Source: an optimization exercise on an open RTL-to-GDS flow (aim: small area). Production flows keep margins and buffers that such runs may drop. Only simulation tests tie the RTL to the original design; equivalence was not proved. Power figures rest on the tool's default switching activity, not on a simulated workload.

## design.v

```verilog
`timescale 1ns / 1ps
module decoder(
    input [3:0] in,
    output reg [15:0] out
);
    always @ (*) begin
        case (in)
            'b0000: out <= 16'b0000000000000001;
            'b0001: out <= 16'b0000000000000010;
            'b0010: out <= 16'b0000000000000100;
            'b0011: out <= 16'b0000000000001000;
            'b0100: out <= 16'b0000000000010000;
            'b0101: out <= 16'b0000000000100000;
            'b0110: out <= 16'b0000000001000000;
            'b0111: out <= 16'b0000000010000000;
            'b1000: out <= 16'b0000000100000000;
            'b1001: out <= 16'b0000001000000000;
            'b1010: out <= 16'b0000010000000000;
            'b1011: out <= 16'b0000100000000000;
            'b1100: out <= 16'b0001000000000000;
            'b1101: out <= 16'b0010000000000000;
            'b1110: out <= 16'b0100000000000000;
            'b1111: out <= 16'b1000000000000000;
        endcase
    end
endmodule
`timescale 1ns/1ps
module cache_set(
    input clk,                       
    input rst,                       
    input [24:0] tag,                
    input state,                     
    input enable,                    
    output wire hit_out                   
    );
    reg unsigned [3:0] write_ptr;     
    reg unsigned [3:0] read_ptr;      
    reg unsigned [4:0] cache_size;
    integer i;
    reg [24:0] tags [15:0];
    reg valid_bits [15:0];
    reg hit;
    assign hit_out = hit;
    always @ (posedge clk) begin
        if (rst) begin
            cache_size <= 0;     
            read_ptr <= 0;
            write_ptr <= 0;
            hit <= 0;
            for (i = 0; i < 16; i = i + 1)
                valid_bits[i] <= 0;
        end else
            case (state)
            0: begin
                for (i = 0; i < 16; i = i + 1) begin           
                    if (tags[i] == tag && valid_bits[i] == 1 && enable == 1) begin
                        hit <= 1;                        
                    end
                end
            end
            1: begin
                if (enable == 1 && hit == 0) begin
                    if (cache_size == 16) begin
                        tags[read_ptr] <= tag;                   
                        read_ptr <= read_ptr + 1;                
                        write_ptr <= write_ptr + 1;              
                    end else begin 
                        tags[write_ptr] <= tag;          
                        valid_bits[write_ptr] <= 1;      
                        write_ptr <= write_ptr + 1;      
                        cache_size <= cache_size + 1;    
                    end
                end
                hit <= 0;
                end
        endcase
    end
endmodule
`timescale 1ns/1ps
module cache(
    input clk,
    input rst,               
    input [31:0] addr_in,    
    input state,
    output wire hit           
);
    wire [15:0] hit_lines;
    wire [15:0] enable_lines;
    wire [24:0] tag;     
    wire [3:0] index;    
    wire offset;         
    assign offset = addr_in[2:0];
    assign index = addr_in[6:3];
    assign tag = addr_in[31:7];
    assign hit = (hit_lines > 0) ? 1 : 0;    
    decoder enable_decode(.in(index),
                          .out(enable_lines));
    genvar i;
    generate
        for (i = 0; i <= 15; i = i + 1) begin
            cache_set set(.clk(clk),
                          .rst(rst),
                          .tag(tag),                     
                          .enable(enable_lines[i]),      
                          .state(state),                 
                          .hit_out(hit_lines[i]));           
        end
    endgenerate
endmodule
```

## run.sh

```bash
#!/bin/bash
# synth_recipe.tcl (not shown) runs the flow's synth.tcl, then flattens the netlist and writes it again
# the make line also repeats each setting of config.mk as NAME=value (left out here)
make -C /OpenROAD-flow-scripts/flow DESIGN_CONFIG=/design/flow/config.mk WORK_HOME=/design/flow/orfs CLKGATE_MAP_FILE= SYNTH_SCRIPT=/design/flow/synth_recipe.tcl finish
```

## config.mk

```make
export PLATFORM = sky130hd
export DESIGN_NAME = cache
export DESIGN_NICKNAME = cache
export VERILOG_FILES = /design/flow/design.v
export SDC_FILE = /design/flow/constraint.sdc
export NUM_CORES = 4
export LEC_CHECK = 0
export CAP_MARGIN = 20
export CORE_MARGIN = 2
export CORE_UTILIZATION = 50
export SLEW_MARGIN = 20
```

## constraint.sdc

```tcl
create_clock -name core_clock -period 10.0 [get_ports {clk}]
set_input_delay 2.0000 -clock core_clock [delete_from_list [all_inputs] [get_ports {clk}]]
set_output_delay 2.0000 -clock core_clock [all_outputs]
set_load 0.01 [all_outputs]
```

==> impl_metrics.py, run 1 <==
metrics = {
    "power_and_ir_drop": {
        "ir_worst_vdd_v": 0.0001632,
        "p_leak_nw": 102.4,
        "total_power_mw": 60.22,
        "p_per_area_mw_per_mm2": 185.2,
        "power.internal_mw": 47.03,
        "power_frac_comb_pct": 4.9,
        "p_sw_mw": 13.19,
        "pwr-share-seq_pct": 52.2,
        "p_clk_share_pct": 42.8,
        "swShare_pct": 21.91,
    },
    "worst_setup_path": {
        "r2r_cells": 5,
        "worstSetupStartpoint": "genblk1[1].set.hit",
        "cp.depth": 3,
        "required_ns": 8.00,
        "worst_setup_path_start_kind": "register",
        "crit_buf_inv": 1,
        "worstReg2RegStart": "genblk1[10].set.hit",
        "endpoint_kind": "output pin",
        "crit_path_cell_trace": "nor4_1, nand4_1, clkdlybuf4s50_1",
        "arrival_ns": 3.95,
        "worst_path_max_delay_cell": "nor4_1",
        "critPathMaxFanout": 4,
        "crit_type": "register to output pin",
        "slowest_delay_ns": 0.87,
        "crit_family": "simple AND/OR/NAND/NOR gates",
    },
    "synthesis": {
        "yosysMostFrequentCell": "edfxtp_1",
        "synth_top_flop_cell": "edfxtp_1",
        "synth_cell_types": 59,
        "synthDominantCellAreaShare_pct": 66.32,
        "synth_top_area_cell": "edfxtp_1",
        "synth_commonest_cells": "6400 x edfxtp_1, 3592 x xor2_1, 2942 x xnor2_1",
        "ys_async_sr_fraction_pct": 0,
        "seq_area_frac_synth_pct": 69.64,
        "synth_seq_cells": 6880,
        "syn_nets": 18970,
        "ys_warn_count": 2,
        "synth_area_mm2": 0.2898,
        "synthTopCellsByArea": "edfxtp_1 66%, xor2_1 11%, xnor2_1 8.9%, dfxtp_1 3.3%, nor4_1 2.5%",
        "avgSynthCellArea_um2": 15.39,
        "synthCells": 18820,
        "synth-edff-count": 6400,
    },
    "die": {
        "core_area_mm2": 0.5774,
        "die_x_um": 765.3,
        "initial_core_util_pct": 50.19,
        "rows": 279,
        "io_pins": 36,
        "die_area_mm2": 0.5857,
        "die_h_um": 765.3,
    },
    "outcome": {
        "outcome": "finished clean",
    },
    "sta": {
        "fin_worst_skew_ns": 0.04730,
        "setup_violations": 0,
        "maxSlewViolCount": 0,
        "layout_min_cycle_time_ns": 5.949,
        "fin_crit_sh_pct": 59.49,
        "max_slew.worst_pin.slew_ns": 1.218,
        "relSlewSlack_pct": 18.03,
        "final-hold-violation-count": 0,
        "grt_setup_unrepaired": "no",
        "fmax_mhz": 168.1,
        "fin_setup_tns_ns": 0,
    },
    "detailed_routing": {
        "num_vias": 150000,
        "dr.pass1.iters": 8,
        "wl_per_cell_um": 24.14,
        "drt_iter0_drc": 13210,
        "vias_per_cell": 5.409,
        "finalWirelength_mm": 669.3,
        "drtAntennaViolNets": 0,
        "drc": 0,
    },
    "layout": {
        "syn2layout_area_growth_pct": 12.21,
        "design_area_mm2": 0.3252,
        "fin_util_pct": 56.32,
        "layout.nets": 19550,
        "drive_above_1_share_pct": 9.886,
        "instances_no_fill": 27730,
    },
    "global_route": {
        "grt_use_total_pct": 22.58,
        "globalRouteOverflowTotal": 0,
        "grt_antenna_before_repair": 29,
        "grt_pass1_wl_mm": 997.5,
        "grt_pass1_vias": 148200,
        "grt_max_degree": 113,
    },
    "clocking": {
        "insertion_delay_ns": 1.13,
        "cts_buffer_depth": 4,
        "clkTransAtPathRegs_ns": 0.06,
        "clock-sinks": 6880,
        "ctsResizeCount": 0,
        "htree_levels": 6,
        "clockRootBuffer": "clkbuf_16",
        "cts_buffers": 718,
        "cts_tree": "built",
        "post_cts_buffers": 0,
        "postCtsHoldBufs": 0,
    },
    "place": {
        "gp_congestion": 0.8126,
        "port_buffers": 32,
        "dp_cells": 26410,
        "hpwl_mm": 381.5,
        "dpl_cell_area_mm2": 0.3024,
    },
    "worst_hold_path": {
        "holdCritStartpoint": "genblk1[10].set.valid_bits[10]",
        "hold_class": "register to register",
        "holdPathStages": 2,
    },
    "run": {
        "cap_violations": 0,
    },
}
-- registers in the layout (all words and copies together) (netlist names) --
signal / cells
genblk1.set.tags: 6400
genblk1.set.write_ptr: 64
genblk1.set.valid_bits: 256
genblk1.set.hit: 16
genblk1.set.cache_size: 80
genblk1.set.read_ptr: 64
-- cells by family (layout without fill, tap and decap cells) --
logic type	after synthesis	in the layout	share of synthesized area, %
buf+inv	1190	2364	2.204
xor+xnor	6534	6534	19.75
flops	6880	6880	69.64
fa+ha+maj	112	112	0.4836
compound gates	494	494	0.9685
mux	24	24	0.08290
simple gates	3590	3590	6.877
other cells	0	5	0
-- power by group through the flow --
stage	combinational, mW	clock (mW)	sequential, mW
floorplan	1.73	0	32.1
global placement	3.01	0	32.1
detailed placement	3.04	0	32.1
CTS	3.05	26.3	31.4
global route	3.23	27.5	31.4
finish	2.98	25.8	31.4
-- final timing paths --
check | endpoint | slack, ns
setup / recovery | hit | 4.05
setup reg to reg | genblk1[10].set.tags[7][11] | 5.89
hold / removal | genblk1[10].set.valid_bits[10] | 0.47
hold reg to reg | genblk1[10].set.valid_bits[10] | 0.47
-- cell usage in the layout, fill, tap and decap left out, drive strengths merged, types with 313 or more instances in the layout --
| cell | Yosys | final |
|---|---|---|
| xor2 | 3592 | 3592 |
| nand3 | 313 | 313 |
| xnor2 | 2942 | 2942 |
| nor4 | 1167 | 1167 |
| buf | 769 | 689 |
| clkbuf | 71 | 993 |
| edfxtp | 6400 | 6400 |
| nand4 | 885 | 885 |
| dfxtp | 480 | 480 |
| inv | 350 | 371 |
| nand2 | 460 | 460 |
| nor2 | 487 | 487 |
-- area by class of cell --
cell class              count  area, um^2
well taps                7727        9668
fillers                 45630      252200
clock inverters           326        3013
repair buffers            695        6885
clock buffers             993       19770
multi-input cells       10750       82710
diodes                      5       12.51
inverters                 350        1314
flip-flops and latches   6880      201800
-- through the flow --
stage / hold WS, ns / setup WS (ns)
finish: 0.4715 / 4.051
floorplan: 0.4416 / 4.497
detailed placement: 0.4607 / 3.268
global placement: 0.4612 / 3.010
CTS: 0.4746 / 4.184
global route: 0.4823 / 4.125
-- routing by layer --
layer,vias up,track usage (%),routed length [um]
li1,69410,-,-
met1,76650,33.70,315800
met2,3184,36.27,312500
met3,754,2.601,30080
met4,4,4.056,10930
met5,-,0,22
-- worst reg2reg max path: stages, from the launching register on --
cell and delay (ns):
dfxtp_1 0.45, nor4_4 1.00, nand2_1 0.52, nor3b_1 0.78, a31oi_1 0.32, nor2_4 0.65
==> inputs of run 2 (changes only) <==
--- a/config.mk
+++ b/config.mk
@@ -9,3 +9,5 @@
 export CORE_MARGIN = 2
 export CORE_UTILIZATION = 50
+export CTS_CLUSTER_DIAMETER = 70
+export CTS_CLUSTER_SIZE = 30
 export SLEW_MARGIN = 20
==> run 2 against run 1 <==
Global-route usage decreased by 0.24 points. Clock power decreased by 18%. Clock skew increased by 0.021 ns. Clock-buffer cell count decreased by 524. Largest cell class unchanged. Cell count decreased by 1.7%. First-iteration DRC count increased by 2.3%. Critical path depth unchanged. Sequential power about the same. Combinational power about the same.
==> impl_metrics.py, run 2 <==
metrics = {
    "clocking": {
        "clkTransAtPathRegs_ns": 0.09,
        "cts_buffer_depth": 4,
        "clockRootBuffer": "clkbuf_16",
        "ctsResizeCount": 0,
        "postCtsHoldBufs": 0,
        "post_cts_buffers": 0,
        "insertion_delay_ns": 1.07,
        "cts_tree": "built",
        "clock-sinks": 6880,
        "htree_levels": 5,
        "cts_buffers": 452,
    },
    "worst_setup_path": {
        "critPathMaxFanout": 4,
        "r2r_end": "genblk1[10].set.tags[7][12]",
        "crit_family": "simple AND/OR/NAND/NOR gates",
        "slowest_delay_ns": 0.94,
        "worst_setup_path_start_kind": "register",
        "ff2ff_setup_slack_ns": 6.00,
        "worstSetupStartpoint": "genblk1[1].set.hit",
        "arrival_ns": 3.98,
        "cp.depth": 3,
        "crit_type": "register to output pin",
        "worstReg2RegStart": "genblk1[10].set.hit",
        "required_ns": 8.00,
        "crit_path_cell_trace": "nor4_1, nand4_1, clkdlybuf4s50_1",
        "worst_path_max_delay_cell": "nor4_1",
        "endpoint_kind": "output pin",
        "r2r_cells": 5,
        "cp-endpoint": "hit",
        "crit_buf_inv": 1,
    },
    "place": {
        "pre_cts_ws_ns": 3.268,
        "gp_congestion": 0.8126,
        "dp_cells": 26410,
        "hpwl_mm": 381.5,
        "port_buffers": 32,
        "dpl_cell_area_mm2": 0.3024,
    },
    "layout": {
        "reg_top3": "genblk1.set.tags: 6400 flops, genblk1.set.valid_bits: 256 flops, genblk1.set.cache_size: 80 flops",
        "top_register": "genblk1.set.tags",
        "layout.nets": 19280,
        "instances_no_fill": 27270,
        "largest_register_ffs": 6400,
        "final_common_cell": "edfxtp_1",
        "syn2layout_area_growth_pct": 10.22,
        "design_area_mm2": 0.3194,
        "drive_above_1_share_pct": 9.479,
        "final_cell_mix": "6400 x edfxtp_1, 3592 x xor2_1, 2942 x xnor2_1",
    },
    "synthesis": {
        "synth-edff-count": 6400,
        "synth_top_flop_cell": "edfxtp_1",
        "synth-compound-area-share_pct": 0.9685,
        "syn_nets": 18970,
        "synthTopCellsByArea": "edfxtp_1 66%, xor2_1 11%, xnor2_1 8.9%, dfxtp_1 3.3%, nor4_1 2.5%",
        "synth_top_area_cell": "edfxtp_1",
        "ys_warn_count": 2,
        "avgSynthCellArea_um2": 15.39,
        "synth_seq_cells": 6880,
        "synthDominantCellAreaShare_pct": 66.32,
        "synth_cell_types": 59,
        "synth_area_mm2": 0.2898,
        "synth-simple-area-share_pct": 6.877,
        "seq_area_frac_synth_pct": 69.64,
        "synth_fa_ha_area_share_pct": 0.4836,
        "yosysMostFrequentCell": "edfxtp_1",
        "ys_async_sr_fraction_pct": 0,
        "synth_commonest_cells": "6400 x edfxtp_1, 3592 x xor2_1, 2942 x xnor2_1",
        "muxShareOfSynthArea_pct": 0.08290,
        "synth_xor_area_share_pct": 19.75,
        "synth_top_family_by_area": "XOR/XNOR gates",
        "synthCells": 18820,
    },
    "detailed_routing": {
        "drc": 0,
        "vias_per_cell": 5.435,
        "dr.pass1.iters": 6,
        "wl_per_cell_um": 24.28,
        "num_vias": 148200,
        "drt_iter0_drc": 13510,
        "drtAntennaViolNets": 0,
        "finalWirelength_mm": 662.2,
    },
    "sta": {
        "setup_violations": 0,
        "fin_setup_tns_ns": 0,
        "fin_crit_sh_pct": 59.78,
        "fin_worst_skew_ns": 0.06865,
        "maxSlewViolCount": 0,
        "timing.final.ws_setup_ns": 4.022,
        "max_slew.worst_pin.slew_ns": 1.204,
        "holdWs_ns": 0.4737,
        "fmax_mhz": 167.3,
        "final-hold-violation-count": 0,
        "layout_min_cycle_time_ns": 5.978,
        "grt_setup_unrepaired": "no",
        "relSlewSlack_pct": 19.73,
    },
    "global_route": {
        "grt_use_total_pct": 22.33,
        "grt_antenna_before_repair": 28,
        "grt_pass1_vias": 145100,
        "globalRouteOverflowTotal": 0,
        "grt_pass1_wl_mm": 986.1,
        "grt_max_degree": 113,
    },
    "die": {
        "core_area_mm2": 0.5774,
        "die_h_um": 765.3,
        "io_pins": 36,
        "die_x_um": 765.3,
        "rows": 279,
        "initial_core_util_pct": 50.19,
        "die_area_mm2": 0.5857,
    },
    "power_and_ir_drop": {
        "p_leak_nw": 99.46,
        "ir_worst_vdd_v": 0.0001420,
        "p_per_area_mw_per_mm2": 174.0,
    },
    "outcome": {
        "outcome": "finished clean",
    },
    "worst_hold_path": {
        "hold_class": "register to register",
    },
    "run": {
        "cap_violations": 0,
    },
}
## run 2: power breakdown
group / leakage [nW] / internal [mW] / switching (mW)
sequential: 61.4 / 31.4 / 0.00997
clock: 8.17 / 9.74 / 11.5
combinational: 29.9 / 0.924 / 2.05
total: 99.5 / 42.0 / 13.5
## run 2: stage by stage
step	power, mW	utilization, %
after CTS	56.15	55.31
after detailed placement	35.09	52.37
after global routing	57.30	55.32
final	55.57	55.32
after floorplan	33.79	-
after global placement	35.07	52.31
## run 2: final cells by class
cell class	instances	area, um^2
diodes	6	15.01
clock inverters	390	5468
flip-flops and latches	6880	201800
repair buffers	695	6885
well taps	7727	9668
fillers	46070	258000
clock buffers	469	11540
inverters	350	1314
multi-input cells	10750	82710
## run 2: cells by family (layout without fill, tap and decap cells)
logic type | Yosys count | count (layout)
adder cells (fa/ha/maj) | 112 | 112
AND/OR/NAND/NOR | 3590 | 3590
buffers and inverters | 1190 | 1904
XOR/XNOR | 6534 | 6534
other | 0 | 6
multiplexers | 24 | 24
AO/OA/AOI/OAI | 494 | 494
flip-flops | 6880 | 6880
## run 2: worst reg2reg max path, delay by kind of cell, from the launching register on
kind / cells / cell delay [ns]
AND/OR/NAND/NOR: 4 / 2.88
flip-flops: 1 / 0.45
AO/OA/AOI/OAI: 1 / 0.32
## run 2: how the worst min path moves through the flow
stage | endpoint | slack, ns | from | cells past startpoint
after floorplan | genblk1[13].set.valid_bits[5] | 0.44 | genblk1[13].set.valid_bits[5] | 2
after global placement | genblk1[5].set.valid_bits[12] | 0.46 | genblk1[5].set.valid_bits[12] | 2
after detailed placement | genblk1[5].set.valid_bits[9] | 0.46 | genblk1[5].set.valid_bits[9] | 2
after CTS | genblk1[9].set.valid_bits[12] | 0.48 | genblk1[9].set.valid_bits[12] | 2
after global routing | genblk1[9].set.valid_bits[12] | 0.49 | genblk1[9].set.valid_bits[12] | 2
final | genblk1[9].set.valid_bits[12] | 0.47 | genblk1[9].set.valid_bits[12] | 2
## run 2: metal layers
metal  vias to the layer above  routed length, um  global-route usage [%]
li1                      68780                  -                       -
met1                     76120             315000                   33.62
met2                      2668             310100                   36.15
met3                       646              25850                   1.990
met4                         6              11230                   3.709
met5                         -                 33                       0

[separate check: timing with driven ports]
Ports are ideal in the flow. The routed layouts listed here were re-timed in OpenROAD. Step 1 sets driving cells, clkbuf_16 on the clock port and buf_2 on the other inputs (assumed; they add their load-dependent delay and slew). Step 2 moves the port delays by t, midway between the first and last clock arrival at a register: inputs arrive t later, outputs are due t later. That takes back most of the time a late clock gives input paths. Three values: no drivers, after step 1, after step 2; two values: the first two.
run | t, ns | slack for setup (ns) | worst setup path after step 2 | clock arrival spread, ns | worst slew at a driven data input, ns
run 1 | 1.228 | 4.051 / 3.929 / 2.962 | input to register | 0.054 / 0.053 | 0.25
run 2 | 1.163 | 4.022 / 3.899 / 3.060 | input to register | 0.078 / 0.078 | 0.25
After both steps every run listed still meets setup and hold. For run 1, which loses most, drivers alone change the setup slack by -0.122 ns; drivers and shift together by -1.089 ns.
